Background: an optimization exercise with open tools, aiming at small area. Do not read the settings as production practice.
In this exercise RTL edits were held to simulation tests only and were not proved equivalent to the original.
Power and IR drop assume default switching activity.

==> design.v <==
module RstGen(
    input           clk,
    input           asrst_n,
    output wire     srst_n
);
reg  asrst_n_d1, asrst_n_d2;
always @(posedge clk or negedge asrst_n) begin
    if (!asrst_n) begin
        asrst_n_d1 <= 1'b0;
        asrst_n_d2 <= 1'b0;
    end
    else begin
        asrst_n_d1 <= asrst_n;
        asrst_n_d2 <= asrst_n_d1;
    end
end
assign srst_n = asrst_n_d2;
endmodule
module RoundRobinArbiter(
    input  wire       clk,
    input  wire       asrst,         
    input  wire       en,
    input  wire [2:0] req_vld,
    output reg  [2:0] o_grant,
    output reg        o_valid        
);
reg [1:0] last;
always @(*) begin
    o_grant = 3'b000;
    if (en)
        case (last)
            2'd0:    o_grant = req_vld[1] ? 3'b010 : req_vld[2] ? 3'b100 : req_vld[0] ? 3'b001 : 3'b000;
            2'd1:    o_grant = req_vld[2] ? 3'b100 : req_vld[0] ? 3'b001 : req_vld[1] ? 3'b010 : 3'b000;
            default: o_grant = req_vld[0] ? 3'b001 : req_vld[1] ? 3'b010 : req_vld[2] ? 3'b100 : 3'b000;
        endcase
end
always @(posedge clk or posedge asrst) begin
    if (asrst) begin
        last    <= 2'd2;
        o_valid <= 1'b0;
    end else begin
        o_valid <= |o_grant;
        if (o_grant[0])      last <= 2'd0;
        else if (o_grant[1]) last <= 2'd1;
        else if (o_grant[2]) last <= 2'd2;
    end
end
endmodule
module SyncFIFO_Bypass #(
    parameter   DEPTH = 8,
    parameter   WIDTH = 64
)(
    input                       CLK,
    input                       Reset,       
    input                       i_WrEn,
    input       [WIDTH-1:0]     i_WrData,
    input                       i_Grant,
    output wire                 o_Grant,     
    output wire [WIDTH-1:0]     o_Data       
);
localparam AW = $clog2(DEPTH);
reg  [AW-1:0]   head;
reg  [AW:0]     cnt;
wire            empty = (cnt == 0);
wire            full  = (cnt == DEPTH);
wire            wr    = i_WrEn && !full;
wire [AW-1:0]   tail  = head + cnt[AW-1:0];
assign o_Grant = !empty || i_WrEn;
always @(posedge CLK or posedge Reset) begin
    if (Reset) begin
        head <= 'd0;
        cnt  <= 'd0;
    end else begin
        if (i_Grant)
            head <= head + 1'b1;
        if (wr && !i_Grant)
            cnt <= cnt + 1'b1;
        else if (!wr && i_Grant)
            cnt <= cnt - 1'b1;
    end
end
wire [WIDTH-1:0] slot_out [0:DEPTH-1];
genvar k;
generate
    for (k = 0; k < DEPTH; k = k + 1) begin : g_slot
        reg [WIDTH-1:0] data_q;
        reg             sel_q;
        always @(posedge CLK) begin
            if (wr && tail == k)
                data_q <= i_WrData;
            sel_q <= i_Grant && head == k;
        end
        assign slot_out[k] = data_q & {WIDTH{sel_q}};
    end
endgenerate
integer i;
reg [WIDTH-1:0] rd;
always @(*) begin
    rd = 'd0;
    for (i = 0; i < DEPTH; i = i + 1)
        rd = rd | slot_out[i];
end
assign o_Data = rd;
endmodule
module PassC #(
    parameter WIDTH = 8
)(
    input                       CLK,
    input                       i_WrEn,
    input       [WIDTH-1:0]     i_WrData,
    input                       i_Grant,
    output wire                 o_Grant,
    output wire [WIDTH-1:0]     o_Data
);
assign o_Grant = i_WrEn;
reg [WIDTH-1:0] data_q;
reg             sel_q;       
always @(posedge CLK) begin
    data_q <= i_WrData;
    sel_q  <= i_Grant;
end
assign o_Data = data_q & {WIDTH{sel_q}};
endmodule
module ArbTop #(
    parameter   FIFO_DEPTH = 8,
    parameter   WIDTH = 64
)(
    input                       CLK,
    input                       ASynReset_N,
    input                       i_DataValid_A, i_DataValid_B, i_DataValid_C,
    input       [WIDTH-1:0]     i_DataIn_A,    i_DataIn_B,    i_DataIn_C,
    input                       i_DataGrant_D,
    output wire                 o_DataValid_D,
    output wire [WIDTH-1:0]     o_DataOut_D,
    output wire                 o_DataGrant_A, o_DataGrant_B, o_DataGrant_C
);
wire                SynReset_N;
wire  [2:0]         arb_req, arb_grant;
wire  [WIDTH-1:0]   PassA_Data, PassB_Data, PassC_Data;
assign {o_DataGrant_C, o_DataGrant_B, o_DataGrant_A} = arb_grant;
RstGen u_RstGen(
    .clk        ( CLK           ),
    .asrst_n    ( ASynReset_N   ),
    .srst_n     ( SynReset_N    )
);
RoundRobinArbiter u_RoundRobinArbiter(
    .clk        ( CLK           ),
    .asrst      ( ~SynReset_N   ),
    .en         ( i_DataGrant_D ),
    .req_vld    ( arb_req       ),
    .o_grant    ( arb_grant     ),
    .o_valid    ( o_DataValid_D )
);
SyncFIFO_Bypass #(
    .DEPTH      ( FIFO_DEPTH    ),
    .WIDTH      ( WIDTH         )
) u_PassA (
    .CLK        ( CLK           ),
    .Reset      ( ~SynReset_N   ),
    .i_Grant    ( arb_grant[0]  ),
    .i_WrEn     ( i_DataValid_A ),
    .i_WrData   ( i_DataIn_A    ),
    .o_Grant    ( arb_req[0]    ),
    .o_Data     ( PassA_Data    )
);
SyncFIFO_Bypass #(
    .DEPTH      ( FIFO_DEPTH    ),
    .WIDTH      ( WIDTH         )
) u_PassB (
    .CLK        ( CLK           ),
    .Reset      ( ~SynReset_N   ),
    .i_Grant    ( arb_grant[1]  ),
    .i_WrEn     ( i_DataValid_B ),
    .i_WrData   ( i_DataIn_B    ),
    .o_Grant    ( arb_req[1]    ),
    .o_Data     ( PassB_Data    )
);
PassC #(
    .WIDTH      ( WIDTH         )
) u_PassC (
    .CLK        ( CLK           ),
    .i_Grant    ( arb_grant[2]  ),
    .i_WrEn     ( i_DataValid_C ),
    .i_WrData   ( i_DataIn_C    ),
    .o_Grant    ( arb_req[2]    ),
    .o_Data     ( PassC_Data    )
);
assign o_DataOut_D = PassA_Data | PassB_Data | PassC_Data;
endmodule
==> run.sh <==
#!/bin/bash
# synth_recipe.tcl (not shown) runs the flow's synth.tcl, then flattens the netlist and writes it again
# the make line also repeats each setting of config.mk as NAME=value (left out here)
make -C /OpenROAD-flow-scripts/flow DESIGN_CONFIG=/design/flow/config.mk WORK_HOME=/design/flow/orfs CLKGATE_MAP_FILE= SYNTH_SCRIPT=/design/flow/synth_recipe.tcl finish
==> config.mk <==
export PLATFORM = sky130hd
export DESIGN_NAME = ArbTop
export DESIGN_NICKNAME = ArbTop
export VERILOG_FILES = /design/flow/design.v
export SDC_FILE = /design/flow/constraint.sdc
export NUM_CORES = 4
export LEC_CHECK = 0
export CAP_MARGIN = 20
export CORE_MARGIN = 2
export CORE_UTILIZATION = 40
export SLEW_MARGIN = 20
==> constraint.sdc <==
create_clock -name core_clock -period 6.0 [get_ports {CLK}]
set_input_delay 1.2000 -clock core_clock [delete_from_list [all_inputs] [get_ports {CLK}]]
set_output_delay 1.2000 -clock core_clock [all_outputs]
set_load 0.01 [all_outputs]
==> flow_metrics.env, run 1 <==
export IMPL_synth_yosys_warnings=4
export IMPL_r2r_start="u_PassB.cnt[0]"
export IMPL_synthAdderAreaFrac_pct=0.832
export IMPL_cp_slowest_cell="dfxtp_4"
export IMPL_cp_depth=6
export IMPL_grt_max_degree=65
export IMPL_criticalPathCategory="reg -> out"
export IMPL_cp_arrival_ps=3490
export IMPL_grt_pass1_vias=23197
export IMPL_vias=22882
export IMPL_synth_seq_area_share_pct=82.7
export IMPL_die_area_um2=102000
export IMPL_synth_simple_gate_area_share_pct=3.38
export IMPL_cap_violations=0
export IMPL_row_count=115
export IMPL_io_pins=266
export IMPL_synth_compound_area_share_pct=11.2
export IMPL_first_pass_iters=8
export IMPL_skew_ps=47.2
export IMPL_crit_path_end_kind="output pin"
export IMPL_path_buf_inv=2
export IMPL_cp_slowest_stage_delay_ps=800
export IMPL_overflow=0
export IMPL_antenna_found_initial=9
export IMPL_cts_resized=0
export IMPL_worst_slew_pin_slew_ps=1230
export IMPL_drv_slew=0
export IMPL_fin_util_pct=48.6
export IMPL_irDropWorstVdd_mv=0.580
export IMPL_ys_flop_type="edfxtp_1"
export IMPL_powerDensity_nw_per_um2=531
export IMPL_io_buffers=265
export IMPL_cts_root_buf="clkbuf_16"
export IMPL_place_gp_congestion=0.787
export IMPL_syn_to_final_growth_pct=20.5
export IMPL_synth_edf_count=1024
export IMPL_p_leak_uw=0.0153
export IMPL_path_cells="buf_4, a22o_1, a221oi_1, and3_1, nand3_1, clkdlybuf4s50_1"
export IMPL_grt_use_met3_pct=5.28
export IMPL_drtAntennaViolNets=0
export IMPL_async_flop_share_pct=1.69
export IMPL_grt_pass1_wl_mm=166
export IMPL_synthDistinctLibCells=50
export IMPL_clk_latency_ps=700
export IMPL_dp_hpwl_mm=63.2
export IMPL_crit_family="buffers and inverters"
export IMPL_viasPerCell=6.05
export IMPL_synth_net_count=2324
export IMPL_post_cts_buffers=0
export IMPL_synthCells=2102
export IMPL_cts_tree="yes"
export IMPL_period_needed_ps=4690
export IMPL_busiest_layer="met2"
export IMPL_rsz0062_at_grt="false"
export IMPL_max_slew_margin_rel_pct=18.0
export IMPL_timing_fmax_mhz=213
export IMPL_wl_mm=116
export IMPL_grt_use_met2_pct=36.1
export IMPL_routedWlPerCell_um=30.8
export IMPL_start_util_pct=40.3
export IMPL_synthMuxAreaShare_pct=0.214
export IMPL_grtUsageTotal_pct=22.4
export IMPL_critPathCapture="o_DataOut_D[62]"
export IMPL_finalSetupViolations=0
export IMPL_place_area_um2=44100
export IMPL_core_area_um2=98400
export IMPL_crit_required_ps=4800
export IMPL_nets=2618
export IMPL_finalPower_uw=25400
export IMPL_finalHoldViolCount=0
export IMPL_cts_inserted_buffers=112
export IMPL_startpoint_type="flop"
export IMPL_fp_dieH_um=319
export IMPL_rr_endpoint="u_PassB.g_slot[2].data_q[39]"
export IMPL_syn_avg_cell_area_um2=18.9
export IMPL_drtIter0Drc=2969
export IMPL_design_area_um2=47800
export IMPL_cp_max_fo=33
export IMPL_htree_levels=3
export IMPL_layout_drive_gt1_share_pct=9.95
export IMPL_clkTransAtPathRegs_ps=60
export IMPL_synthXorXnorAreaFrac_pct=0.243
export IMPL_die_w_um=319
export IMPL_ff2ff_setup_slack_ps=2630
export IMPL_drc=0
export IMPL_cts_sinks=1124
export IMPL_ys_seq_elements=1124
export IMPL_cts_hold_buf=0
export IMPL_netlist_area_um2=39700
export IMPL_status="complete, no violations"
export IMPL_synth_top_family_by_area="compound AO/OA/AOI/OAI gates"
export IMPL_fin_crit_sh_pct=78.1
export IMPL_clockBufferDepth=3
export IMPL_startpoint="u_PassA.g_slot[2].sel_q"
export IMPL_met1_usage_pct=31.1
export IMPL_rr_worst_depth=7
export IMPL_holdCritPathClass="reg -> async"
## layout by cell type, fill, tap and decap left out, drive strengths merged, types with 13 or more instances in the layout
cell	Yosys	layout
dfxtp	81	81
clkbuf	64	145
inv	12	18
a222oi	64	64
ha	20	20
nor2	15	15
a22o	64	64
a22oi	256	256
bufinv	0	13
and3	76	76
clkinv	0	40
nor3	13	13
buf	61	40
edfxtp	1024	1024
clkdlybuf4s50	0	265
dfrtp	18	18
nand3	64	64
a221oi	128	128
nand2	79	79
## layout make-up
class                      count  area (um2)
tap                         1287        1610
antenna                        4        10.0
clock buffer                 145        2970
fill                        8137       50600
clock inverter                65         754
inverter                      12        45.0
multi-input combinational    841        6400
sequential                  1124       32900
timing repair buffer         305        3120
## cell usage after synthesis (10+ instances only)
master	n	area (um2)
a22oi_1	256	1920
nand2_1	79	297
nand3_1	64	320
and3_1	74	463
dfxtp_1	81	1620
inv_1	12	45.0
buf_2	26	130
a22o_1	64	561
clkbuf_1	62	233
xnor2_1	10	87.6
ha_1	20	250
buf_1	33	124
nor2_1	14	52.6
edfxtp_1	1024	30700
a221oi_1	128	1120
dfrtp_1	18	450
a222oi_1	64	641
nor3_1	12	60.1
## stage by stage
stage	instances	hold WS, ps	setup WS, ps	setup TNS [ps]
2_1_floorplan	2102	212	-2110	-323070
3_3_place_gp	3568	325	1520	0
3_5_place_dp	3569	334	1500	0
4_1_cts	3779	329	1320	0
5_1_grt	3780	366	1240	0
6_report	3783	296	1310	0
## per-layer routing
layer | share of wire [%] | vias to the layer above
met5 | 0.066 | -
met4 | 1.8 | 12
met3 | 10 | 159
met2 | 47 | 1323
met1 | 41 | 11931
li1 | - | 9457
## sequential cells by signal (all words and copies together), names as in the netlist, 4 cells and up
| register | flops |
|---|---|
| u_PassA.g_slot.sel_q | 8 |
| u_PassC.data_q | 64 |
| u_PassB.cnt | 4 |
| u_PassA.cnt | 4 |
| u_PassA.g_slot.data_q | 512 |
| u_PassB.g_slot.data_q | 512 |
| u_PassB.g_slot.sel_q | 8 |
## where the power goes
part,leakage [uW],internal (uW),total (uW),switching (uW)
logic,0.00333,1950,5940,3990
registers,0.0102,11400,12400,995
clock network,0.00179,4070,7040,2970
total,0.0153,17400,25400,7950
## worst min-delay path by stage
stage,to,depth (start not counted)
3_5_place_dp,u_RoundRobinArbiter.last[0],0
2_1_floorplan,u_PassA.cnt[0],0
3_3_place_gp,u_RoundRobinArbiter.last[0],0
4_1_cts,u_PassA.cnt[0],0
5_1_grt,u_RstGen.asrst_n_d2,0
6_report,u_PassA.head[0],0
## cell families (layout without fill, tap and decap cells)
kind of cell	Yosys count	in the layout
fa+ha+maj	24	24
other cells	0	4
buf+inv	137	527
simple gates	262	262
mux	8	8
flops	1124	1124
xor+xnor	11	11
compound gates	536	536
==> run 2: changes to the inputs <==
==> flow/run.sh (new file) <==
#!/bin/bash
# Layout: the standard flow (standard.sh, unchanged synthesis), with
#  - the smallest buffer (buf_1) for the port buffers instead of the default choice,
#  - CTS with clkbuf_8 leaf clusters of at most 16 sinks and no dummy loads.
# make's full output goes to make.log in this folder; ORFS's own per-step logs stay under orfs/logs.
set -euo pipefail
bash standard.sh \
  "BUFFER_PORTS_ARGS=-buffer_cell sky130_fd_sc_hd__buf_1" \
  "CTS_ARGS=-sink_clustering_enable -repair_clock_nets -dont_use_dummy_load -buf_list sky130_fd_sc_hd__clkbuf_8 -sink_clustering_size 16 -sink_clustering_max_diameter 80" \
  finish > make.log 2>&1
==> standard.sh (new file) <==
#!/bin/bash
# synth_recipe.tcl (not shown) runs the flow's synth.tcl, then flattens the netlist and writes it again
# the make line also repeats each setting of config.mk as NAME=value (left out here)
make -C /OpenROAD-flow-scripts/flow DESIGN_CONFIG=/design/flow/config.mk WORK_HOME=/design/flow/orfs CLKGATE_MAP_FILE= SYNTH_SCRIPT=/design/flow/synth_recipe.tcl "${@:-finish}"
removed: run.sh
==> run 2 against run 1 <==
Sequential share of layout area rose by 6.9 points; clock power shrank about 50%; global-route usage fell by 0.81 points; cell count fell by 3.6%; die area stayed put; routed wire length down 3.6%; core utilization shrank 4.4 points.
==> flow_metrics.env, run 2 <==
export IMPL_p_leak_uw=0.0134
export IMPL_startpoint_type="flop"
export IMPL_synth_compound_area_share_pct=11.2
export IMPL_cts_hold_buf=0
export IMPL_synthAdderAreaFrac_pct=0.832
export IMPL_syn_avg_cell_area_um2=18.9
export IMPL_cts_sinks=1124
export IMPL_multi_input_area_um2=6400
export IMPL_cap_violations=0
export IMPL_met2_length_mm=53.2
export IMPL_fin_crit_sh_pct=70.2
export IMPL_rr_worst_depth=7
export IMPL_synth_edf_count=1024
export IMPL_row_count=115
export IMPL_p_int_uw=13900
export IMPL_layout_drive_gt1_share_pct=6.88
export IMPL_grtUsageTotal_pct=21.6
export IMPL_hold_ws_ps=258
export IMPL_instances_no_fill=3648
export IMPL_synthXorXnorAreaFrac_pct=0.243
export IMPL_synth_simple_gate_area_share_pct=3.38
export IMPL_synth_top_family_by_area="compound AO/OA/AOI/OAI gates"
export IMPL_crit_required_ps=4800
export IMPL_grt_pass1_wl_mm=159
export IMPL_ys_flop_type="edfxtp_1"
export IMPL_r2r_start="u_PassA.cnt[0]"
export IMPL_final_common_cell="edfxtp_1"
export IMPL_io_pins=266
export IMPL_cp_slowest_stage_delay_ps=840
export IMPL_clkTransAtPathRegs_ps=100
export IMPL_core_area_um2=98400
export IMPL_drtIter0Drc=3084
export IMPL_nFillCells=8447
export IMPL_drc=0
export IMPL_die_area_um2=102000
export IMPL_cp_arrival_ps=3010
export IMPL_io_buffers=265
export IMPL_worst_slew_pin_slew_ps=1230
export IMPL_grt_max_degree=65
export IMPL_die_w_um=319
export IMPL_path_cells="buf_4, a22o_1, a221oi_1, and3_1, nand3_1, buf_1"
export IMPL_path_buf_inv=2
export IMPL_timing_fmax_mhz=238
export IMPL_holdCritPathClass="reg -> async"
export IMPL_placed_cells=3558
export IMPL_p_switching_uw=7170
export IMPL_skew_ps=89.6
export IMPL_antenna_found_initial=20
export IMPL_setup_tns_ps=0
export IMPL_criticalPathCategory="reg -> out"
export IMPL_power_share_combinational_pct=24.7
export IMPL_irDropWorstVdd_mv=0.442
export IMPL_dp_hpwl_mm=60.8
export IMPL_top_layer="met5"
export IMPL_synth_common_cells="edfxtp_1, a22oi_1, a221oi_1"
export IMPL_cts_root_buf="clkbuf_8"
export IMPL_htree_levels=3
export IMPL_synthCells=2102
export IMPL_clockBufferDepth=3
export IMPL_routedWlPerCell_um=30.8
export IMPL_syn_to_final_growth_pct=9.54
export IMPL_seqPwrFrac_pct=58.7
export IMPL_finalPower_uw=21100
export IMPL_p_clk_share_pct=16.6
export IMPL_rsz0062_at_grt="false"
export IMPL_cts_inserted_buffers=83
export IMPL_cp_slowest_cell="dfxtp_4"
export IMPL_rr_endpoint="u_PassA.g_slot[1].data_q[35]"
export IMPL_place_gp_congestion=0.809
export IMPL_viasPerCell=6.06
export IMPL_max_slew_margin_rel_pct=18.2
export IMPL_synth_yosys_warnings=4
export IMPL_synth_area_leaders="edfxtp_1, a22oi_1, dfxtp_1"
export IMPL_final_cell_mix="edfxtp_1, buf_1, a22oi_1, a221oi_1, clkbuf_8"
export IMPL_synthDistinctLibCells=50
export IMPL_status="complete, no violations"
export IMPL_ys_seq_elements=1124
export IMPL_finalHoldViolCount=0
export IMPL_yosysMostFrequentCell="edfxtp_1"
export IMPL_drtAntennaViolNets=0
export IMPL_cts_resized=0
export IMPL_nets=2578
export IMPL_reg_largest_list="u_PassA.g_slot.data_q: 512 flops, u_PassB.g_slot.data_q: 512 flops, u_PassC.data_q: 64 flops"
export IMPL_period_needed_ps=4210
export IMPL_wl_met1_mm=44.9
export IMPL_clk_latency_ps=740
export IMPL_synth_top_area_share_pct=77.5
export IMPL_post_cts_buffers=0
export IMPL_synth_seq_area_share_pct=82.7
export IMPL_fp_dieH_um=319
export IMPL_async_flop_share_pct=1.69
export IMPL_wl_mm=112
export IMPL_vias=22121
export IMPL_sw_frac_of_total_pct=34.0
export IMPL_synth_net_count=2324
export IMPL_finalSetupViolations=0
export IMPL_crit_path_end_kind="output pin"
export IMPL_ff_latch_area_um2=32900
export IMPL_cp_max_fo=35
export IMPL_powerDensity_nw_per_um2=486
export IMPL_synthMuxAreaShare_pct=0.214
export IMPL_cts_tree="yes"
export IMPL_grt_pass1_vias=22530
export IMPL_start_util_pct=40.3
export IMPL_netlist_area_um2=39700
export IMPL_drv_slew=0
export IMPL_first_pass_iters=8
export IMPL_fin_util_pct=44.2
export IMPL_yosys_area_top_type="edfxtp_1"
export IMPL_crit_family="flip-flops"
export IMPL_ff2ff_setup_slack_ps=2400
export IMPL_wl_met3_mm=11.4
export IMPL_overflow=0
-- run 2: layout make-up --
| class | instances | share of cell area, % |
|---|---|---|
| Antenna cell | 7 | 0.0403 |
| Clock buffer | 83 | 2.63 |
| Inverter | 12 | 0.104 |
| Multi-Input combinational cell | 841 | 14.7 |
| Sequential cell | 1124 | 75.7 |
| Tap cell | 1287 | 3.70 |
| Timing Repair Buffer | 294 | 3.11 |
-- run 2: how the worst max path moves through the flow --
stage,from,endpoint,slack [ps],cells after the start
after floorplan,u_PassA.cnt[0],u_PassA.g_slot[0].data_q[0],-2110,5
after global placement,i_DataValid_B,u_PassB.g_slot[2].data_q[18],1670,5
after detailed placement,i_DataValid_B,u_PassB.g_slot[2].data_q[5],1710,5
after CTS,u_PassA.g_slot[2].sel_q,o_DataOut_D[62],1770,6
after global routing,u_PassA.g_slot[2].sel_q,o_DataOut_D[36],1700,5
final,u_PassA.g_slot[2].sel_q,o_DataOut_D[62],1790,6
-- run 2: per-layer routing --
layer,up-vias,global-route usage (%)
li1,9239,-
met2,1240,35.0
met4,26,5.59
met3,195,5.59
met1,11421,29.1
met5,-,0.946
-- run 2: logic make-up after synthesis --
group                      count (synthesis)
xor gates and xnor gates                  11
AOI/OAI and AO/OA                        536
muxes                                      8
adders and majority gates                 24
and+or+nand+nor                          262
buffers and inverters                    137
DFF                                     1124
-- run 2: through the flow --
stage	setup WS, ps	instance area (um2)
floorplan	-2110	39700
global placement	1670	42300
detailed placement	1710	42300
CTS	1770	43500
global route	1700	43500
finish	1790	43500
-- run 2: power by group through the flow --
stage / sequential, uW / clock [uW] / combinational [uW]
floorplan: 12300 / 0 / 2860
global placement: 12500 / 0 / 5180
detailed placement: 12600 / 0 / 5270
CTS: 12400 / 3600 / 5290
global route: 12600 / 3850 / 5580
finish: 12400 / 3510 / 5210
==> run 3: changes to the inputs <==
--- a/design.v
+++ b/design.v
@@ -56,7 +56,8 @@
     input       [WIDTH-1:0]     i_WrData,
     input                       i_Grant,
     output wire                 o_Grant,     
-    output wire [WIDTH-1:0]     o_Data       
+    output wire [DEPTH*WIDTH-1:0] o_Slots,   
+    output wire [DEPTH-1:0]     o_Sel        
 );
 localparam AW = $clog2(DEPTH);
 reg  [AW-1:0]   head;
@@ -79,7 +80,6 @@
             cnt <= cnt - 1'b1;
     end
 end
-wire [WIDTH-1:0] slot_out [0:DEPTH-1];
 genvar k;
 generate
     for (k = 0; k < DEPTH; k = k + 1) begin : g_slot
@@ -90,17 +90,10 @@
                 data_q <= i_WrData;
             sel_q <= i_Grant && head == k;
         end
-        assign slot_out[k] = data_q & {WIDTH{sel_q}};
+        assign o_Slots[k*WIDTH +: WIDTH] = data_q;
+        assign o_Sel[k] = sel_q;
     end
 endgenerate
-integer i;
-reg [WIDTH-1:0] rd;
-always @(*) begin
-    rd = 'd0;
-    for (i = 0; i < DEPTH; i = i + 1)
-        rd = rd | slot_out[i];
-end
-assign o_Data = rd;
 endmodule
 module PassC #(
     parameter WIDTH = 8
@@ -110,7 +103,8 @@
     input       [WIDTH-1:0]     i_WrData,
     input                       i_Grant,
     output wire                 o_Grant,
-    output wire [WIDTH-1:0]     o_Data
+    output wire                 o_Sel,       
+    output wire [WIDTH-1:0]     o_Data       
 );
 assign o_Grant = i_WrEn;
 reg [WIDTH-1:0] data_q;
@@ -119,7 +113,8 @@
     data_q <= i_WrData;
     sel_q  <= i_Grant;
 end
-assign o_Data = data_q & {WIDTH{sel_q}};
+assign o_Sel  = sel_q;
+assign o_Data = data_q;
 endmodule
 module ArbTop #(
     parameter   FIFO_DEPTH = 8,
@@ -136,7 +131,10 @@
 );
 wire                SynReset_N;
 wire  [2:0]         arb_req, arb_grant;
-wire  [WIDTH-1:0]   PassA_Data, PassB_Data, PassC_Data;
+wire  [FIFO_DEPTH*WIDTH-1:0] PassA_Slots, PassB_Slots;
+wire  [FIFO_DEPTH-1:0]       PassA_Sel,   PassB_Sel;
+wire                         PassC_Sel;
+wire  [WIDTH-1:0]            PassC_Data;
 assign {o_DataGrant_C, o_DataGrant_B, o_DataGrant_A} = arb_grant;
 RstGen u_RstGen(
     .clk        ( CLK           ),
@@ -161,7 +159,8 @@
     .i_WrEn     ( i_DataValid_A ),
     .i_WrData   ( i_DataIn_A    ),
     .o_Grant    ( arb_req[0]    ),
-    .o_Data     ( PassA_Data    )
+    .o_Slots    ( PassA_Slots   ),
+    .o_Sel      ( PassA_Sel     )
 );
 SyncFIFO_Bypass #(
     .DEPTH      ( FIFO_DEPTH    ),
@@ -173,7 +172,8 @@
     .i_WrEn     ( i_DataValid_B ),
     .i_WrData   ( i_DataIn_B    ),
     .o_Grant    ( arb_req[1]    ),
-    .o_Data     ( PassB_Data    )
+    .o_Slots    ( PassB_Slots   ),
+    .o_Sel      ( PassB_Sel     )
 );
 PassC #(
     .WIDTH      ( WIDTH         )
@@ -183,7 +183,36 @@
     .i_WrEn     ( i_DataValid_C ),
     .i_WrData   ( i_DataIn_C    ),
     .o_Grant    ( arb_req[2]    ),
+    .o_Sel      ( PassC_Sel     ),
     .o_Data     ( PassC_Data    )
 );
-assign o_DataOut_D = PassA_Data | PassB_Data | PassC_Data;
-endmodule
+genvar i;
+generate
+    for (i = 0; i < WIDTH; i = i + 1) begin : g_out
+        wire [FIFO_DEPTH-1:0] a, b;
+        wire [5:0] x;
+        wire       y;
+        genvar k;
+        for (k = 0; k < FIFO_DEPTH; k = k + 1) begin : g_bit
+            assign a[k] = PassA_Slots[k*WIDTH + i];
+            assign b[k] = PassB_Slots[k*WIDTH + i];
+        end
+        AOI222 u_x0 (.a1(PassA_Sel[0]), .a2(a[0]), .b1(PassA_Sel[1]), .b2(a[1]), .c1(PassA_Sel[2]), .c2(a[2]), .y(x[0]));
+        AOI222 u_x1 (.a1(PassA_Sel[3]), .a2(a[3]), .b1(PassA_Sel[4]), .b2(a[4]), .c1(PassA_Sel[5]), .c2(a[5]), .y(x[1]));
+        AOI222 u_x2 (.a1(PassA_Sel[6]), .a2(a[6]), .b1(PassA_Sel[7]), .b2(a[7]), .c1(PassB_Sel[0]), .c2(b[0]), .y(x[2]));
+        AOI222 u_x3 (.a1(PassB_Sel[1]), .a2(b[1]), .b1(PassB_Sel[2]), .b2(b[2]), .c1(PassB_Sel[3]), .c2(b[3]), .y(x[3]));
+        AOI222 u_x4 (.a1(PassB_Sel[4]), .a2(b[4]), .b1(PassB_Sel[5]), .b2(b[5]), .c1(PassB_Sel[6]), .c2(b[6]), .y(x[4]));
+        AND4   u_y  (.a(x[0]), .b(x[1]), .c(x[2]), .d(x[3]), .y(y));
+        FIN    u_o  (.a(y), .b(x[4]), .p1(PassB_Sel[7]), .p2(b[7]), .q1(PassC_Sel), .q2(PassC_Data[i]), .y(o_DataOut_D[i]));
+    end
+endgenerate
+endmodule
+module AOI222(input a1, a2, b1, b2, c1, c2, output y);
+assign y = ~((a1 & a2) | (b1 & b2) | (c1 & c2));
+endmodule
+module FIN(input a, b, p1, p2, q1, q2, output y);
+assign y = ~(a & b) | (p1 & p2) | (q1 & q2);
+endmodule
+module AND4(input a, b, c, d, output y);
+assign y = a & b & c & d;
+endmodule
--- a/config.mk
+++ b/config.mk
@@ -9,3 +9,5 @@
 export CORE_MARGIN = 2
 export CORE_UTILIZATION = 40
 export SLEW_MARGIN = 20
+export SYNTH_HIERARCHICAL = 1
+export SYNTH_MINIMUM_KEEP_SIZE = 0
==> run 3 against run 2 <==
Clock power fell by 1%; via count fell by 4.9%; total power fell by 3.2%; setup slack got worse by 19 ps; fmax fell by 0.44%; die area fell by 2.5%; global-route usage fell by 1.2 points; synthesized cell count fell by 14%; first-iteration DRC count rose by 7.3%; critical endpoint is now o_DataOut_D[32]; largest cell class unchanged; largest power group unchanged; highest routed layer unchanged.
==> flow_metrics.env, run 3 <==
export IMPL_status="complete, no violations"
export IMPL_synth_area_leaders="edfxtp_1, a222oi_1, dfxtp_1"
export IMPL_sw_frac_of_total_pct=32.5
export IMPL_clockBufferDepth=3
export IMPL_startpoint="u_PassB.g_slot[3].sel_q"
export IMPL_post_cts_buffers=0
export IMPL_fin_util_pct=44.5
export IMPL_cts_inserted_buffers=82
export IMPL_p_switching_uw=6650
export IMPL_async_flop_share_pct=1.69
export IMPL_criticalPathCategory="reg -> out"
export IMPL_fp_dieH_um=315
export IMPL_synth_common_cells="edfxtp_1, a222oi_1, dfxtp_1"
export IMPL_powerDensity_nw_per_um2=478
export IMPL_period_needed_ps=4230
export IMPL_instances_no_fill=3469
export IMPL_ys_flop_type="edfxtp_1"
export IMPL_max_slew_margin_rel_pct=26.3
export IMPL_htree_levels=3
export IMPL_irDropWorstVdd_mv=0.344
export IMPL_nFillCells=8200
export IMPL_grtUsageTotal_pct=20.5
export IMPL_overflow=0
export IMPL_dp_hpwl_mm=57.6
export IMPL_finalSetupViolations=0
export IMPL_startpoint_type="flop"
export IMPL_cp_arrival_ps=3030
export IMPL_synth_net_count=2040
export IMPL_first_pass_iters=8
export IMPL_r2r_start="u_PassA.cnt[0]"
export IMPL_syn_to_final_growth_pct=10.6
export IMPL_p_leak_uw=0.0128
export IMPL_cap_violations=0
export IMPL_final_cell_mix="edfxtp_1, a222oi_1, buf_1, clkbuf_8, nand3_1"
export IMPL_p_int_uw=13800
export IMPL_power_share_combinational_pct=23.1
export IMPL_synth_edf_count=1024
export IMPL_synth_top_area_share_pct=79.5
export IMPL_reg_largest_list="u_PassA.g_slot.data_q: 512 flops, u_PassB.g_slot.data_q: 512 flops, u_PassC.data_q: 64 flops"
export IMPL_io_pins=266
export IMPL_crit_path_end_kind="output pin"
export IMPL_nets=2411
export IMPL_crit_required_ps=4800
export IMPL_yosys_area_top_type="edfxtp_1"
export IMPL_fin_crit_sh_pct=70.5
export IMPL_placed_cells=3380
export IMPL_synth_yosys_warnings=10
export IMPL_p_clk_share_pct=17.0
export IMPL_synthCells=1818
export IMPL_ys_seq_elements=1124
export IMPL_drv_slew=0
export IMPL_drtAntennaViolNets=0
export IMPL_vias=21029
export IMPL_layout_drive_gt1_share_pct=7.50
export IMPL_antenna_found_initial=27
export IMPL_drtIter0Drc=3308
export IMPL_finalHoldViolCount=0
export IMPL_netlist_area_um2=38700
export IMPL_grt_max_degree=65
export IMPL_clkTransAtPathRegs_ps=90
export IMPL_cts_sinks=1124
export IMPL_start_util_pct=40.2
export IMPL_cts_resized=0
export IMPL_synth_seq_area_share_pct=84.9
export IMPL_final_common_cell="edfxtp_1"
export IMPL_place_gp_congestion=0.753
export IMPL_core_area_um2=96300
export IMPL_drc=0
export IMPL_seqPwrFrac_pct=60.0
export IMPL_place_area_um2=41600
export IMPL_finalPower_uw=20500
export IMPL_synthDistinctLibCells=40
export IMPL_worst_slew_pin_slew_ps=1110
export IMPL_die_w_um=315
export IMPL_die_area_um2=99300
export IMPL_clk_latency_ps=720
export IMPL_wl_mm=103
export IMPL_row_count=114
export IMPL_routedWlPerCell_um=29.7
export IMPL_skew_ps=37.1
export IMPL_timing_fmax_mhz=236
export IMPL_viasPerCell=6.06
export IMPL_grt_pass1_wl_mm=146
export IMPL_cts_tree="yes"
export IMPL_cts_root_buf="clkbuf_8"
export IMPL_syn_avg_cell_area_um2=21.3
export IMPL_grt_pass1_vias=21452
export IMPL_rsz0062_at_grt="false"
export IMPL_cts_hold_buf=0
export IMPL_cp_max_fo=36
export IMPL_yosysMostFrequentCell="edfxtp_1"
export IMPL_io_buffers=265
export IMPL_design_area_um2=42800
export IMPL_setup_tns_ps=0
export IMPL_holdCritPathClass="reg -> async"
[run 3: changes by cell type in the layout (fill, tap and decap cells not counted), sizes merged, moves of 6 or more]
cell / delta
a222oi: +256
and3: -76
and4: +64
a221oi: -128
a22o: -63
nor3: -11
nand3b: +6
a22oi: -192
buf: +14
nor2: +17
xnor2: -6
nand2: -64
[run 3: path summary, 6_finish.rpt]
| check | cells past startpoint | slack [ps] | to |
|---|---|---|---|
| setup reg to reg | 6 | 2670 | u_PassA.g_slot[1].data_q[33] |
| hold reg to reg | 2 | 160 | u_RoundRobinArbiter.last[0] |
| min in group core_clock | 0 | 360 | u_RstGen.asrst_n_d2 |
| hold / removal | 2 | 160 | u_RoundRobinArbiter.last[0] |
| max in group asynchronous | 2 | 5550 | u_PassA.cnt[0] |
| setup / recovery | 5 | 1770 | o_DataOut_D[32] |
[run 3: power by group through the flow]
stage,Clock (uW),Sequential (uW),Combinational [uW]
floorplan,0,12200,2570
global placement,0,12300,4730
detailed placement,0,12500,4810
CTS,3580,12300,4820
global route,3830,12500,5110
finish,3470,12300,4720
[run 3: cell type report]
class | count | area, um2 | share of cell area, %
Sequential cell | 1124 | 32900 | 76.9
Multi-Input combinational cell | 657 | 5770 | 13.5
Tap cell | 1276 | 1600 | 3.73
Timing Repair Buffer | 308 | 1340 | 3.12
Clock buffer | 82 | 1130 | 2.64
Inverter | 16 | 60.1 | 0.140
Antenna cell | 6 | 15.0 | 0.0351
[run 3: critical path, cell delays in order, from the launching register on]
cell	delay (ps)
dfxtp_4	750
buf_4	640
a222oi_1	190
and4_1	230
nand3_1	220
buf_1	200
[run 3: stage by stage]
stage          setup WS, ps  hold slack [ps]
6_report               1770              155
5_1_grt                1650              198
4_1_cts                1740              163
3_5_place_dp           2070              160
3_3_place_gp           2150              161
2_1_floorplan          1390              110
[run 3: cell families after synthesis]
family,Yosys count,synth area share (%)
AOI/OAI and AO/OA,408,9.95
buffers and inverters,37,0.530
muxes,7,0.188
adders and majority gates,24,0.854
DFF,1124,84.9
xor gates and xnor gates,8,0.252
and+or+nand+nor,210,3.35
[run 3: layer usage]
layer | global-route usage (%) | up-vias | wire length (um)
li1 | - | 8905 | -
met1 | 26.6 | 10938 | 41200
met3 | 5.07 | 198 | 8920
met2 | 34.3 | 944 | 50300
met4 | 5.42 | 44 | 2420
met5 | 0 | - | 264
[run 3: modules after synthesis (local to each module, per instance), excerpt]
module / cells / copies in the design / cell area [um2] / flops+latches
AND4: 1 / 64 / 8.76 / 0
AOI222: 1 / 320 / 10.0 / 0
ArbTop: 1 / 1 / 3.75 / 0
FIN: 2 / 64 / 12.5 / 0
RoundRobinArbiter: 23 / 1 / 203 / 3
RstGen: 2 / 1 / 50.0 / 2
==> run 4: changes to the inputs <==
--- a/design.v
+++ b/design.v
@@ -21,29 +21,19 @@
     input  wire       asrst,         
     input  wire       en,
     input  wire [2:0] req_vld,
-    output reg  [2:0] o_grant,
-    output reg        o_valid        
-);
-reg [1:0] last;
-always @(*) begin
-    o_grant = 3'b000;
-    if (en)
-        case (last)
-            2'd0:    o_grant = req_vld[1] ? 3'b010 : req_vld[2] ? 3'b100 : req_vld[0] ? 3'b001 : 3'b000;
-            2'd1:    o_grant = req_vld[2] ? 3'b100 : req_vld[0] ? 3'b001 : req_vld[1] ? 3'b010 : 3'b000;
-            default: o_grant = req_vld[0] ? 3'b001 : req_vld[1] ? 3'b010 : req_vld[2] ? 3'b100 : 3'b000;
-        endcase
-end
+    output wire [2:0] o_grant
+);
+reg  [2:0] last_grant;
+wire [2:0] r = req_vld;
+wire [2:0] l = last_grant;
+assign o_grant[0] = en && r[0] && (l[2] || (!r[2] && (l[1] || !r[1])));
+assign o_grant[1] = en && r[1] && (l[0] || (!r[0] && (l[2] || !r[2])));
+assign o_grant[2] = en && r[2] && (l[1] || (!r[1] && (l[0] || !r[0])));
 always @(posedge clk or posedge asrst) begin
-    if (asrst) begin
-        last    <= 2'd2;
-        o_valid <= 1'b0;
-    end else begin
-        o_valid <= |o_grant;
-        if (o_grant[0])      last <= 2'd0;
-        else if (o_grant[1]) last <= 2'd1;
-        else if (o_grant[2]) last <= 2'd2;
-    end
+    if (asrst)
+        last_grant <= 3'b100;
+    else if (|o_grant)
+        last_grant <= o_grant;
 end
 endmodule
 module SyncFIFO_Bypass #(
@@ -56,42 +46,45 @@
     input       [WIDTH-1:0]     i_WrData,
     input                       i_Grant,
     output wire                 o_Grant,     
+    output reg                  o_Valid,     
     output wire [DEPTH*WIDTH-1:0] o_Slots,   
     output wire [DEPTH-1:0]     o_Sel        
 );
 localparam AW = $clog2(DEPTH);
-reg  [AW-1:0]   head;
-reg  [AW:0]     cnt;
-wire            empty = (cnt == 0);
-wire            full  = (cnt == DEPTH);
+reg  [AW-1:0]   head, tail;
+reg             full;
+wire            same  = (head == tail);
+wire            empty = same && !full;
 wire            wr    = i_WrEn && !full;
-wire [AW-1:0]   tail  = head + cnt[AW-1:0];
+wire [AW-1:0]   tail1 = tail + 1'b1;
 assign o_Grant = !empty || i_WrEn;
 always @(posedge CLK or posedge Reset) begin
     if (Reset) begin
         head <= 'd0;
-        cnt  <= 'd0;
+        tail <= 'd0;
+        full <= 1'b0;
     end else begin
         if (i_Grant)
             head <= head + 1'b1;
-        if (wr && !i_Grant)
-            cnt <= cnt + 1'b1;
-        else if (!wr && i_Grant)
-            cnt <= cnt - 1'b1;
-    end
-end
+        if (wr)
+            tail <= tail1;
+        if (i_Grant)
+            full <= 1'b0;
+        else if (wr && tail1 == head)
+            full <= 1'b1;
+    end
+end
+always @(posedge CLK)
+    o_Valid <= i_Grant;
 genvar k;
 generate
     for (k = 0; k < DEPTH; k = k + 1) begin : g_slot
         reg [WIDTH-1:0] data_q;
-        reg             sel_q;
-        always @(posedge CLK) begin
+        always @(posedge CLK)
             if (wr && tail == k)
                 data_q <= i_WrData;
-            sel_q <= i_Grant && head == k;
-        end
         assign o_Slots[k*WIDTH +: WIDTH] = data_q;
-        assign o_Sel[k] = sel_q;
+        assign o_Sel[k] = o_Valid && head == ((k + 1) % DEPTH);
     end
 endgenerate
 endmodule
@@ -103,18 +96,14 @@
     input       [WIDTH-1:0]     i_WrData,
     input                       i_Grant,
     output wire                 o_Grant,
-    output wire                 o_Sel,       
-    output wire [WIDTH-1:0]     o_Data       
+    output reg                  o_Valid,
+    output reg  [WIDTH-1:0]     o_Data       
 );
 assign o_Grant = i_WrEn;
-reg [WIDTH-1:0] data_q;
-reg             sel_q;       
 always @(posedge CLK) begin
-    data_q <= i_WrData;
-    sel_q  <= i_Grant;
-end
-assign o_Sel  = sel_q;
-assign o_Data = data_q;
+    o_Data  <= i_WrData;
+    o_Valid <= i_Grant;
+end
 endmodule
 module ArbTop #(
     parameter   FIFO_DEPTH = 8,
@@ -133,7 +122,7 @@
 wire  [2:0]         arb_req, arb_grant;
 wire  [FIFO_DEPTH*WIDTH-1:0] PassA_Slots, PassB_Slots;
 wire  [FIFO_DEPTH-1:0]       PassA_Sel,   PassB_Sel;
-wire                         PassC_Sel;
+wire                         PassA_Vld,   PassB_Vld,   PassC_Sel;
 wire  [WIDTH-1:0]            PassC_Data;
 assign {o_DataGrant_C, o_DataGrant_B, o_DataGrant_A} = arb_grant;
 RstGen u_RstGen(
@@ -146,8 +135,7 @@
     .asrst      ( ~SynReset_N   ),
     .en         ( i_DataGrant_D ),
     .req_vld    ( arb_req       ),
-    .o_grant    ( arb_grant     ),
-    .o_valid    ( o_DataValid_D )
+    .o_grant    ( arb_grant     )
 );
 SyncFIFO_Bypass #(
     .DEPTH      ( FIFO_DEPTH    ),
@@ -159,6 +147,7 @@
     .i_WrEn     ( i_DataValid_A ),
     .i_WrData   ( i_DataIn_A    ),
     .o_Grant    ( arb_req[0]    ),
+    .o_Valid    ( PassA_Vld     ),
     .o_Slots    ( PassA_Slots   ),
     .o_Sel      ( PassA_Sel     )
 );
@@ -172,6 +161,7 @@
     .i_WrEn     ( i_DataValid_B ),
     .i_WrData   ( i_DataIn_B    ),
     .o_Grant    ( arb_req[1]    ),
+    .o_Valid    ( PassB_Vld     ),
     .o_Slots    ( PassB_Slots   ),
     .o_Sel      ( PassB_Sel     )
 );
@@ -183,9 +173,10 @@
     .i_WrEn     ( i_DataValid_C ),
     .i_WrData   ( i_DataIn_C    ),
     .o_Grant    ( arb_req[2]    ),
-    .o_Sel      ( PassC_Sel     ),
+    .o_Valid    ( PassC_Sel     ),
     .o_Data     ( PassC_Data    )
 );
+assign o_DataValid_D = PassA_Vld | PassB_Vld | PassC_Sel;
 genvar i;
 generate
     for (i = 0; i < WIDTH; i = i + 1) begin : g_out
==> run 4 against run 3 <==
Clock power fell by 2%; non-clock buffer count down 8; sequential power shrank 28%; total power down 36%; area after synthesis fell by 1.3%; global-route usage shrank 0.37 points; critical endpoint is now o_DataOut_D[60]; largest cell class unchanged.
==> flow_metrics.env, run 4 <==
export IMPL_io_pins=266
export IMPL_antenna_found_initial=14
export IMPL_period_needed_ps=4710
export IMPL_criticalPathCategory="reg -> out"
export IMPL_fp_dieH_um=313
export IMPL_rsz0062_at_grt="false"
export IMPL_status="complete, no violations"
export IMPL_cts_resized=0
export IMPL_synth_net_count=1987
export IMPL_die_w_um=313
export IMPL_drc=0
export IMPL_vias=20675
export IMPL_met1_usage_pct=28.3
export IMPL_design_area_um2=42300
export IMPL_htree_levels=3
export IMPL_wl_mm=100
export IMPL_netlist_area_um2=38200
export IMPL_cts_inserted_buffers=80
export IMPL_syn_avg_cell_area_um2=21.7
export IMPL_yosys_area_top_type="edfxtp_1"
export IMPL_finalSetupViolations=0
export IMPL_clockBufferDepth=3
export IMPL_synth_seq_area_share_pct=85.2
export IMPL_startpoint="u_PassA.head[2]"
export IMPL_grt_pass1_wl_mm=143
export IMPL_drtIter0Drc=3197
export IMPL_first_pass_iters=9
export IMPL_overflow=0
export IMPL_clkTransAtPathRegs_ps=100
export IMPL_busiest_layer="met2"
export IMPL_grt_use_met3_pct=4.59
export IMPL_drv_slew=0
export IMPL_cap_violations=0
export IMPL_syn_to_final_growth_pct=10.7
export IMPL_post_cts_buffers=0
export IMPL_timing_fmax_mhz=212
export IMPL_fin_crit_sh_pct=78.6
export IMPL_dp_hpwl_mm=54.9
export IMPL_die_area_um2=98000
export IMPL_ys_seq_elements=1110
export IMPL_holdCritPathClass="reg -> async"
export IMPL_pre_cts_ws_ps=1900
export IMPL_reg_largest_list="u_PassA.g_slot.data_q: 512 flops, u_PassB.g_slot.data_q: 512 flops, u_PassC.o_Data: 64 flops"
export IMPL_cts_tree="yes"
export IMPL_layout_drive_gt1_share_pct=7.38
export IMPL_crit_required_ps=4800
export IMPL_p_leak_uw=0.0126
export IMPL_final_cell_mix="edfxtp_1, a222oi_1, buf_1, clkbuf_8, dfxtp_1"
export IMPL_cts_hold_buf=0
export IMPL_instances_no_fill=3413
export IMPL_grt_max_degree=66
export IMPL_setup_slack_ps=1290
export IMPL_startpoint_type="flop"
export IMPL_synth_area_leaders="edfxtp_1, a222oi_1, dfxtp_1"
export IMPL_finalHoldViolCount=0
export IMPL_synth_yosys_warnings=10
export IMPL_drtAntennaViolNets=0
export IMPL_crit_path_end_kind="output pin"
export IMPL_r2r_start="u_PassB.full"
export IMPL_core_area_um2=94900
export IMPL_fin_util_pct=44.6
export IMPL_clk_latency_ps=730
export IMPL_irDropWorstVdd_mv=0.146
export IMPL_row_count=113
export IMPL_grtUsageTotal_pct=20.1
export IMPL_routedWlPerCell_um=29.4
export IMPL_yosysMostFrequentCell="edfxtp_1"
export IMPL_placed_cells=3327
export IMPL_io_buffers=265
export IMPL_worst_slew_pin_slew_ps=1110
export IMPL_ys_flop_type="edfxtp_1"
export IMPL_synth_common_cells="edfxtp_1, a222oi_1, dfxtp_1"
export IMPL_grt_use_met2_pct=31.9
export IMPL_nets=2366
export IMPL_setup_tns_ps=0
export IMPL_place_gp_congestion=0.762
export IMPL_synthDistinctLibCells=35
export IMPL_max_slew_margin_rel_pct=25.9
export IMPL_viasPerCell=6.06
export IMPL_final_common_cell="edfxtp_1"
export IMPL_grt_pass1_vias=20877
export IMPL_ff2ff_setup_slack_ps=3210
export IMPL_skew_ps=63.8
export IMPL_cp_max_fo=45
export IMPL_powerDensity_nw_per_um2=309
export IMPL_cts_root_buf="clkbuf_8"
export IMPL_cts_sinks=1110
export IMPL_start_util_pct=40.3
export IMPL_cp_arrival_ps=3510
export IMPL_synthCells=1765
export IMPL_synth_top_area_share_pct=80.5
export IMPL_async_flop_share_pct=1.71
export IMPL_place_area_um2=41200
export IMPL_synth_edf_count=1024
-- run 4: cell count changes in the layout (fill, tap and decap cells not counted), sizes merged, moves of 6 or more --
cell / change
a21oi: -7
nand2b: +6
and3: +10
nor2: -22
nand2: -8
dfxtp: -14
nand3b: -6
and2: +8
buf: -8
xnor2: +6
-- run 4: layer usage --
metal,part of all wire [%],vias to the layer above
met4,1.6,20
li1,-,8731
met5,0.12,-
met1,42,10725
met2,47,1076
met3,10,123
-- run 4: kinds of logic after synthesis --
| group | synth area share [%] |
|---|---|
| buffers and inverters | 0.232 |
| AO/OA/AOI/OAI | 9.92 |
| multiplexers | 0.164 |
| flip-flops | 85.2 |
| adder cells (fa/ha/maj) | 0.786 |
| XOR/XNOR | 0.321 |
| AND/OR/NAND/NOR | 3.36 |
-- run 4: layout make-up --
class / count / area (um2)
Antenna cell: 6 / 15.0
Clock buffer: 80 / 1100
Fill cell: 8058 / 52600
Inverter: 19 / 71.3
Multi-Input combinational cell: 633 / 5700
Sequential cell: 1110 / 32600
Tap cell: 1265 / 1580
Timing Repair Buffer: 300 / 1270
-- run 4: modules after synthesis (local to each module, per instance), excerpt --
module / area, um2 / cells
ArbTop: 10.0 / 2
FIN: 12.5 / 2
RstGen: 50.0 / 2
AND4: 8.76 / 1
RoundRobinArbiter: 235 / 25
AOI222: 10.0 / 1
-- run 4: worst max-delay path: stages (launching register included) --
cell and delay (ps):
dfrtp_1 510, and2b_2 290, and2_4 750, buf_4 510
a222oi_1 130, and4_1 310, nand3_1 100, buf_1 180
-- run 4: report_power, final --
part	switching (uW)	internal [uW]
Clock	2200	1200
Sequential	142	8760
Combinational	521	231
-- run 4: worst paths after layout --
| kind | depth (start not counted) | end |
|---|---|---|
| max in group asynchronous | 2 | u_PassA.tail[1] |
| max reg2reg | 3 | u_PassB.g_slot[0].data_q[18] |
| min | 2 | u_RoundRobinArbiter.last_grant[1] |
| max | 7 | o_DataOut_D[60] |
| min in group core_clock | 0 | u_RstGen.asrst_n_d2 |
| min reg2reg | 2 | u_RoundRobinArbiter.last_grant[1] |
-- run 4: per-stage QoR --
step / hold WS [ps] / total power, uW
finish: 207 / 13100
detailed placement: 173 / 9830
floorplan: 110 / 9430
global placement: 167 / 9780
CTS: 173 / 13200
global route: 194 / 13500
==> run 5: changes to the inputs <==
--- a/design.v
+++ b/design.v
@@ -53,24 +53,27 @@
 localparam AW = $clog2(DEPTH);
 reg  [AW-1:0]   head, tail;
 reg             full;
+wire [AW-1:0]   head_n, tail_n;
+wire [DEPTH-1:0] wr_slot;
 wire            same  = (head == tail);
 wire            empty = same && !full;
 wire            wr    = i_WrEn && !full;
-wire [AW-1:0]   tail1 = tail + 1'b1;
 assign o_Grant = !empty || i_WrEn;
+PtrInc #(.AW(AW)) u_head_inc (.q(head), .en(i_Grant), .d(head_n));
+PtrInc #(.AW(AW)) u_tail_inc (.q(tail), .en(wr),      .d(tail_n));
+Decode #(.AW(AW), .N(DEPTH), .ROT(0)) u_wr_dec  (.a(tail), .en(wr),      .y(wr_slot));
+Decode #(.AW(AW), .N(DEPTH), .ROT(1)) u_sel_dec (.a(head), .en(o_Valid), .y(o_Sel));
 always @(posedge CLK or posedge Reset) begin
     if (Reset) begin
         head <= 'd0;
         tail <= 'd0;
         full <= 1'b0;
     end else begin
-        if (i_Grant)
-            head <= head + 1'b1;
-        if (wr)
-            tail <= tail1;
+        head <= head_n;
+        tail <= tail_n;
         if (i_Grant)
             full <= 1'b0;
-        else if (wr && tail1 == head)
+        else if (wr && tail_n == head)
             full <= 1'b1;
     end
 end
@@ -81,10 +84,34 @@
     for (k = 0; k < DEPTH; k = k + 1) begin : g_slot
         reg [WIDTH-1:0] data_q;
         always @(posedge CLK)
-            if (wr && tail == k)
+            if (wr_slot[k])
                 data_q <= i_WrData;
         assign o_Slots[k*WIDTH +: WIDTH] = data_q;
-        assign o_Sel[k] = o_Valid && head == ((k + 1) % DEPTH);
+    end
+endgenerate
+endmodule
+module PtrInc #(
+    parameter AW = 3
+)(
+    input  [AW-1:0] q,
+    input           en,
+    output [AW-1:0] d
+);
+assign d = q + en;
+endmodule
+module Decode #(
+    parameter AW  = 3,
+    parameter N   = 8,
+    parameter ROT = 0
+)(
+    input  [AW-1:0] a,
+    input           en,
+    output [N-1:0]  y
+);
+genvar k;
+generate
+    for (k = 0; k < N; k = k + 1) begin : g_y
+        assign y[k] = en && a == ((k + ROT) % N);
     end
 endgenerate
 endmodule
==> flow/run.sh (replaced) <==
#!/bin/bash
# Layout: the standard flow (standard.sh, unchanged synthesis), with
#  - the smallest buffer (buf_1) for the port buffers instead of the default choice,
#  - CTS with clkbuf_8 leaf clusters of at most 18 sinks and no dummy loads.
# make's full output goes to make.log in this folder; ORFS's own per-step logs stay under orfs/logs.
set -euo pipefail
bash standard.sh \
  "BUFFER_PORTS_ARGS=-buffer_cell sky130_fd_sc_hd__buf_1" \
  "CTS_ARGS=-sink_clustering_enable -repair_clock_nets -dont_use_dummy_load -buf_list sky130_fd_sc_hd__clkbuf_8 -sink_clustering_size 18 -sink_clustering_max_diameter 80" \
  finish > make.log 2>&1
==> config.mk (replaced) <==
export PLATFORM = sky130hd
export DESIGN_NAME = ArbTop
export DESIGN_NICKNAME = ArbTop
export VERILOG_FILES = /design/flow/design.v
export SDC_FILE = /design/flow/constraint.sdc
export NUM_CORES = 4
export LEC_CHECK = 0
export CAP_MARGIN = 0
export CORE_MARGIN = 2
export CORE_UTILIZATION = 65
export PLACE_DENSITY = 0.8
export SLEW_MARGIN = 0
export SYNTH_HIERARCHICAL = 1
export SYNTH_MINIMUM_KEEP_SIZE = 0
==> run 5 against run 4 <==
Still clean; register-to-register slack worse by 100 ps; core utilization up 27 points; first-iteration DRC count up 37%; die area down 38%; fmax down 0.44%; sequential share of layout area up 1.9 points; setup slack worse by 21 ps; clock power down 6.5%; largest power group unchanged; highest routed layer unchanged.
==> flow_metrics.env, run 5 <==
export IMPL_cts_hold_buf=0
export IMPL_routedWlPerCell_um=32.0
export IMPL_startpoint_type="flop"
export IMPL_reg_largest_list="u_PassA.g_slot.data_q: 512 flops, u_PassB.g_slot.data_q: 512 flops, u_PassC.o_Data: 64 flops"
export IMPL_vias=21043
export IMPL_synth_net_count=1923
export IMPL_drtIter0Drc=4386
export IMPL_start_util_pct=65.8
export IMPL_drc=0
export IMPL_drv_slew=0
export IMPL_overflow=0
export IMPL_timing_fmax_mhz=211
export IMPL_cp_max_fo=40
export IMPL_nFillCells=3331
export IMPL_htree_levels=3
export IMPL_setup_tns_ps=0
export IMPL_holdCritPathClass="reg -> async"
export IMPL_cp_arrival_ps=3530
export IMPL_rsz0062_at_grt="false"
export IMPL_clockBufferDepth=3
export IMPL_nets=2285
export IMPL_irDropWorstVdd_mv=0.229
export IMPL_synth_top_area_share_pct=80.9
export IMPL_layout_drive_gt1_share_pct=6.60
export IMPL_grtUsageTotal_pct=30.3
export IMPL_io_pins=266
export IMPL_finalSetupViolations=0
export IMPL_final_cell_mix="edfxtp_1, a222oi_1, buf_1, clkbuf_8, dfxtp_1"
export IMPL_cts_sinks=1110
export IMPL_powerDensity_nw_per_um2=306
export IMPL_syn_avg_cell_area_um2=22.1
export IMPL_p_leak_uw=0.0123
export IMPL_finalHoldViolCount=0
export IMPL_status="complete, no violations"
export IMPL_synth_edf_count=1024
export IMPL_ys_flop_type="edfxtp_1"
export IMPL_multi_input_area_um2=5550
export IMPL_synth_yosys_warnings=10
export IMPL_final_common_cell="edfxtp_1"
export IMPL_post_cts_buffers=0
export IMPL_cts_tree="yes"
export IMPL_grt_max_degree=66
export IMPL_cts_inserted_buffers=71
export IMPL_io_buffers=265
export IMPL_cap_violations=0
export IMPL_period_needed_ps=4730
export IMPL_fin_crit_sh_pct=78.9
export IMPL_first_pass_iters=9
export IMPL_async_flop_share_pct=1.71
export IMPL_cts_resized=0
export IMPL_synth_area_leaders="edfxtp_1, a222oi_1, dfxtp_1"
export IMPL_clk_latency_ps=670
export IMPL_row_count=88
export IMPL_grt_pass1_vias=21150
export IMPL_instances_no_fill=2847
export IMPL_dp_hpwl_mm=49.3
export IMPL_ff_latch_area_um2=32600
export IMPL_synth_common_cells="edfxtp_1, a222oi_1, dfxtp_1"
export IMPL_yosysMostFrequentCell="edfxtp_1"
export IMPL_ys_seq_elements=1110
export IMPL_drtAntennaViolNets=0
export IMPL_die_w_um=246
export IMPL_die_area_um2=60500
export IMPL_wl_mm=91.1
export IMPL_criticalPathCategory="reg -> out"
export IMPL_antenna_found_initial=10
export IMPL_place_gp_congestion=0.795
export IMPL_syn_to_final_growth_pct=8.59
export IMPL_crit_required_ps=4800
export IMPL_synthDistinctLibCells=31
export IMPL_skew_ps=40.8
export IMPL_fp_dieH_um=246
export IMPL_worst_slew_pin_slew_ps=1270
export IMPL_core_area_um2=57800
export IMPL_grt_pass1_wl_mm=133
export IMPL_yosys_area_top_type="edfxtp_1"
export IMPL_clkTransAtPathRegs_ps=120
export IMPL_synthCells=1717
export IMPL_synth_seq_area_share_pct=85.6
export IMPL_netlist_area_um2=38000
export IMPL_placed_cells=2771
export IMPL_cts_root_buf="clkbuf_8"
export IMPL_viasPerCell=7.39
export IMPL_max_slew_margin_rel_pct=15.4
export IMPL_crit_path_end_kind="output pin"
run 5: cell count changes after synthesis, moves of 8 or more:
cell	before	now
inv_1	19	7
and2_1	14	0
ha_1	24	8
and4bb_2	0	12
nor2_1	10	2
and4b_2	0	12
run 5: worst paths after layout:
path,startpoint,end,slack [ps],depth (start not counted)
min reg2reg,u_RstGen.asrst_n_d2,u_RoundRobinArbiter.last_grant[0],150,2
max in group asynchronous,u_RstGen.asrst_n_d2,u_PassA.tail[2],5510,2
min,u_RstGen.asrst_n_d2,u_RoundRobinArbiter.last_grant[0],150,2
max reg2reg,u_PassB.full,u_PassB.g_slot[1].data_q[49],3110,3
max,u_PassB.head[0],o_DataOut_D[5],1270,6
min in group core_clock,u_RstGen.asrst_n_d1,u_RstGen.asrst_n_d2,360,0
run 5: worst max-delay path, stage by stage, from the launching register on:
cell and delay, ps:
dfrtp_1 550, and4bb_4 1010, buf_4 520, a222oi_1 160, and4_1 320, nand3_1 120, buf_1 160
run 5: cell families (layout without fill, tap and decap cells):
group                      Yosys count  count (layout)  share of synthesized area [%]
AOI/OAI and AO/OA                  392             392                           9.94
xor gates and xnor gates            16              16                          0.368
DFF                               1110            1110                           85.6
buffers and inverters                8             368                         0.0888
and+or+nand+nor                    183             183                           3.71
other                                0               5                              0
adders and majority gates            8               8                          0.263
run 5: area by class of cell:
type / instances / share of cell area, %
Multi-Input combinational cell: 599 / 13.4
Antenna cell: 5 / 0.0303
Tap cell: 765 / 2.32
Sequential cell: 1110 / 78.9
Inverter: 7 / 0.0636
Timing Repair Buffer: 290 / 2.92
Clock buffer: 71 / 2.37
run 5: Yosys stat by module, one instance, submodules excluded, a selection:
module,cells,flip-flops and latches,cell area [um2]
RoundRobinArbiter,25,3,235
RstGen,2,2,50.0
FIN,2,0,12.5
AOI222,1,0,10.0
ArbTop,2,0,10.0
AND4,1,0,8.76
run 5: power breakdown:
part | switching (uW) | leakage, uW | internal, uW
registers | 191 | 0.0100 | 8710
logic | 380 | 0.00176 | 187
clock network | 2110 | 0.000511 | 1070
total | 2680 | 0.0123 | 9970
run 5: routing by layer:
layer	up-vias	share of wire (%)	GRT usage, %	routed length, um
met5	-	0.085	0	77
met4	12	2.7	9.00	2480
met3	188	13	6.61	12000
met2	1643	48	48.3	44000
met1	10578	36	42.9	32600
li1	8622	-	-	-
run 5: stage by stage:
stage          instance area (um2)  utilization (%)  hold WS, ps  setup WS (ps)  total power [uW]
6_report                     41300             71.4          146           1270             12600
5_1_grt                      41300             71.4          184           1130             13000
4_1_cts                      41300             71.4          156           1300             12700
3_5_place_dp                 40300             69.7          161           2060              9630
3_3_place_gp                 40300             69.7          143           2130              9580
2_1_floorplan                38000                -          110            419              9280
==> run 6: changes to the inputs <==
==> flow/run.sh (replaced) <==
#!/bin/bash
# Layout: the standard flow (standard.sh, unchanged synthesis), with
#  - the smallest buffer (buf_1) for the port buffers instead of the default choice,
#  - CTS with clkbuf_8 leaf clusters of at most 20 sinks within 60 um and no dummy loads.
# make's full output goes to make.log in this folder; ORFS's own per-step logs stay under orfs/logs.
set -euo pipefail
bash standard.sh \
  "BUFFER_PORTS_ARGS=-buffer_cell sky130_fd_sc_hd__buf_1" \
  "CTS_ARGS=-sink_clustering_enable -repair_clock_nets -dont_use_dummy_load -buf_list sky130_fd_sc_hd__clkbuf_8 -sink_clustering_size 20 -sink_clustering_max_diameter 60" \
  finish > make.log 2>&1
==> run 6 against run 5 <==
Still clean on timing, DRC and antenna; final area is essentially flat; clock skew rose by 28 ps; core utilization about the same; sequential share of layout area is essentially flat; hold slack better by 13 ps; register-to-register slack is essentially flat; area after synthesis unchanged; synthesized cell count did not move; clock power decreased by 2%.
==> flow_metrics.env, run 6 <==
export IMPL_routedWlPerCell_um=32.0
export IMPL_nFillCells=3349
export IMPL_cp_arrival_ps=3540
export IMPL_instances_no_fill=2846
export IMPL_synth_common_cells="edfxtp_1, a222oi_1, dfxtp_1"
export IMPL_cts_resized=0
export IMPL_dp_hpwl_mm=49.3
export IMPL_synthDistinctLibCells=31
export IMPL_cts_sinks=1110
export IMPL_first_pass_iters=10
export IMPL_synth_area_leaders="edfxtp_1, a222oi_1, dfxtp_1"
export IMPL_htree_levels=3
export IMPL_setup_slack_ps=1260
export IMPL_cts_tree="yes"
export IMPL_syn_avg_cell_area_um2=22.1
export IMPL_reg_largest_list="u_PassA.g_slot.data_q: 512 flops, u_PassB.g_slot.data_q: 512 flops, u_PassC.o_Data: 64 flops"
export IMPL_io_buffers=265
export IMPL_crit_required_ps=4800
export IMPL_nets=2283
export IMPL_antenna_found_initial=10
export IMPL_yosysMostFrequentCell="edfxtp_1"
export IMPL_row_count=88
export IMPL_synth_top_area_share_pct=80.9
export IMPL_final_cell_mix="edfxtp_1, a222oi_1, buf_1, clkbuf_8, dfxtp_1"
export IMPL_synth_net_count=1923
export IMPL_synth_seq_area_share_pct=85.6
export IMPL_drtAntennaViolNets=0
export IMPL_period_needed_ps=4740
export IMPL_cap_violations=0
export IMPL_viasPerCell=7.46
export IMPL_start_util_pct=65.8
export IMPL_busiest_layer="met2"
export IMPL_p_leak_uw=0.0123
export IMPL_max_slew_margin_rel_pct=16.1
export IMPL_clockBufferDepth=3
export IMPL_place_gp_congestion=0.795
export IMPL_io_pins=266
export IMPL_crit_path_end_kind="output pin"
export IMPL_fin_crit_sh_pct=79.1
export IMPL_drc=0
export IMPL_path_cells="and4bb_4, buf_4, a222oi_1, and4_1, nand3_1, buf_1"
export IMPL_timing_fmax_mhz=211
export IMPL_post_cts_buffers=0
export IMPL_drv_slew=0
export IMPL_powerDensity_nw_per_um2=305
export IMPL_cp_slowest_stage_delay_ps=1030
export IMPL_holdCritPathClass="reg -> async"
export IMPL_clkTransAtPathRegs_ps=80
export IMPL_synth_edf_count=1024
export IMPL_clk_latency_ps=680
export IMPL_die_w_um=246
export IMPL_fp_dieH_um=246
export IMPL_grt_use_met2_pct=47.9
export IMPL_netlist_area_um2=38000
export IMPL_met1_usage_pct=43.1
export IMPL_cts_root_buf="clkbuf_8"
export IMPL_setup_tns_ps=0
export IMPL_overflow=0
export IMPL_rsz0062_at_grt="false"
export IMPL_grt_pass1_vias=20991
export IMPL_grtUsageTotal_pct=30.3
export IMPL_finalPower_uw=12600
export IMPL_status="complete, no violations"
export IMPL_core_area_um2=57800
export IMPL_ys_seq_elements=1110
export IMPL_pre_cts_ws_ps=2060
export IMPL_synthCells=1717
export IMPL_cp_slowest_cell="and4bb_4"
export IMPL_die_area_um2=60500
export IMPL_wl_mm=91.1
export IMPL_ys_flop_type="edfxtp_1"
export IMPL_drtIter0Drc=4204
export IMPL_r2r_start="u_PassB.full"
export IMPL_yosys_area_top_type="edfxtp_1"
export IMPL_cts_hold_buf=0
export IMPL_cp_max_fo=40
export IMPL_skew_ps=68.4
export IMPL_final_common_cell="edfxtp_1"
export IMPL_syn_to_final_growth_pct=8.52
export IMPL_grt_pass1_wl_mm=133
export IMPL_finalHoldViolCount=0
export IMPL_placed_cells=2771
export IMPL_cts_inserted_buffers=69
export IMPL_worst_slew_pin_slew_ps=1260
export IMPL_irDropWorstVdd_mv=0.234
export IMPL_startpoint_type="flop"
export IMPL_grt_max_degree=66
export IMPL_rr_worst_depth=3
export IMPL_finalSetupViolations=0
export IMPL_synth_yosys_warnings=10
export IMPL_criticalPathCategory="reg -> out"
export IMPL_startpoint="u_PassB.head[0]"
export IMPL_async_flop_share_pct=1.71
export IMPL_vias=21244
export IMPL_layout_drive_gt1_share_pct=6.51
export IMPL_grt_use_met3_pct=6.35
run 6: cell counts after synthesis:
No cell type changed its count.
run 6: cell families (layout without fill, tap and decap cells):
logic type               Yosys count  after routing  synth area share (%)
AO/OA/AOI/OAI                    392            392                  9.94
XOR/XNOR                          16             16                 0.368
adder cells (fa/ha/maj)            8              8                 0.263
buffers and inverters              8            366                0.0888
flip-flops                      1110           1110                  85.6
other                              0              6                     0
AND/OR/NAND/NOR                  183            183                  3.71
run 6: power breakdown:
part | internal [uW] | total, uW | leakage [uW] | switching [uW]
Combinational | 187 | 569 | 0.00176 | 382
Sequential | 8710 | 8900 | 0.0100 | 189
Clock | 1040 | 3130 | 0.000496 | 2090
run 6: final cells by class:
cell class | count | area [um2] | area share, %
diodes | 6 | 15.0 | 0.0364
inverters | 7 | 26.3 | 0.0637
clock buffers | 69 | 950 | 2.30
well taps | 765 | 957 | 2.32
multi-input cells | 599 | 5550 | 13.4
flip-flops and latches | 1110 | 32600 | 78.9
repair buffers | 290 | 1210 | 2.93
run 6: per-layer routing:
metal / part of all wire [%] / vias to the layer above
li1: - / 8610
met1: 36 / 10682
met2: 48 / 1755
met3: 13 / 185
met4: 2.7 / 12
met5: 0.086 / -
run 6: final timing paths:
kind	endpoint	slack (ps)
max in group asynchronous	u_RstGen.asrst_n_d2	5540
hold / removal	u_RoundRobinArbiter.last_grant[0]	160
min in group core_clock	u_RstGen.asrst_n_d2	360
setup / recovery	o_DataOut_D[13]	1260
setup reg to reg	u_PassB.g_slot[1].data_q[15]	3100
hold reg to reg	u_RoundRobinArbiter.last_grant[0]	160
run 6: stage by stage:
| stage | utilization, % | cell area [um2] | hold WS [ps] |
|---|---|---|---|
| global route | 71.4 | 41300 | 189 |
| CTS | 71.4 | 41300 | 169 |
| detailed placement | 69.7 | 40300 | 161 |
| finish | 71.4 | 41300 | 159 |
| global placement | 69.7 | 40300 | 143 |
| floorplan | - | 38000 | 110 |
run 6: per-module statistics from Yosys, one instance, submodules excluded, a selection:
module / area (um2) / flops+latches / times used / cells
FIN: 12.5 / 0 / 64 / 2
AND4: 8.76 / 0 / 64 / 1
RoundRobinArbiter: 235 / 3 / 1 / 25
AOI222: 10.0 / 0 / 320 / 1
ArbTop: 10.0 / 0 / 1 / 2
RstGen: 50.0 / 2 / 1 / 2
run 6: worst max-delay path, delay by kind of cell, from the launching register on:
family                 cells  cell delay (ps)
AOI/OAI and AO/OA          1              170
DFF                        1              540
and+or+nand+nor            3             1430
buffers and inverters      2              720

-- static timing again, ports no longer ideal --
In the flow no input, the clock included, has a driving cell. The finished layouts below were timed again as built, in two steps.
Step 1: set_driving_cell puts a clkbuf_16 on CLK and a buf_2 on each other input, an assumption about the parent block.
Step 2, shift: input delay + t, output delay - t, t = (earliest + latest rising clock arrival at the registers) / 2. This alone moves slack from input paths to output paths.
a / b / c = ideal ports / drivers / drivers and shift; a / b = the first two.
run | t, ns | setup WS [ns]
run 1 | 0.744 | 1.314 / 1.246 / 1.463
run 2 | 0.761 | 1.790 / 1.724 / 1.691
run 3 | 0.750 | 1.772 / 1.709 / 2.064
run 4 | 0.766 | 1.287 / 1.221 / 1.822
run 5 | 0.721 | 1.266 / 1.206 / 1.927
run 6 | 0.702 | 1.256 / 1.198 / 1.900
After both steps every run listed still meets setup and hold.
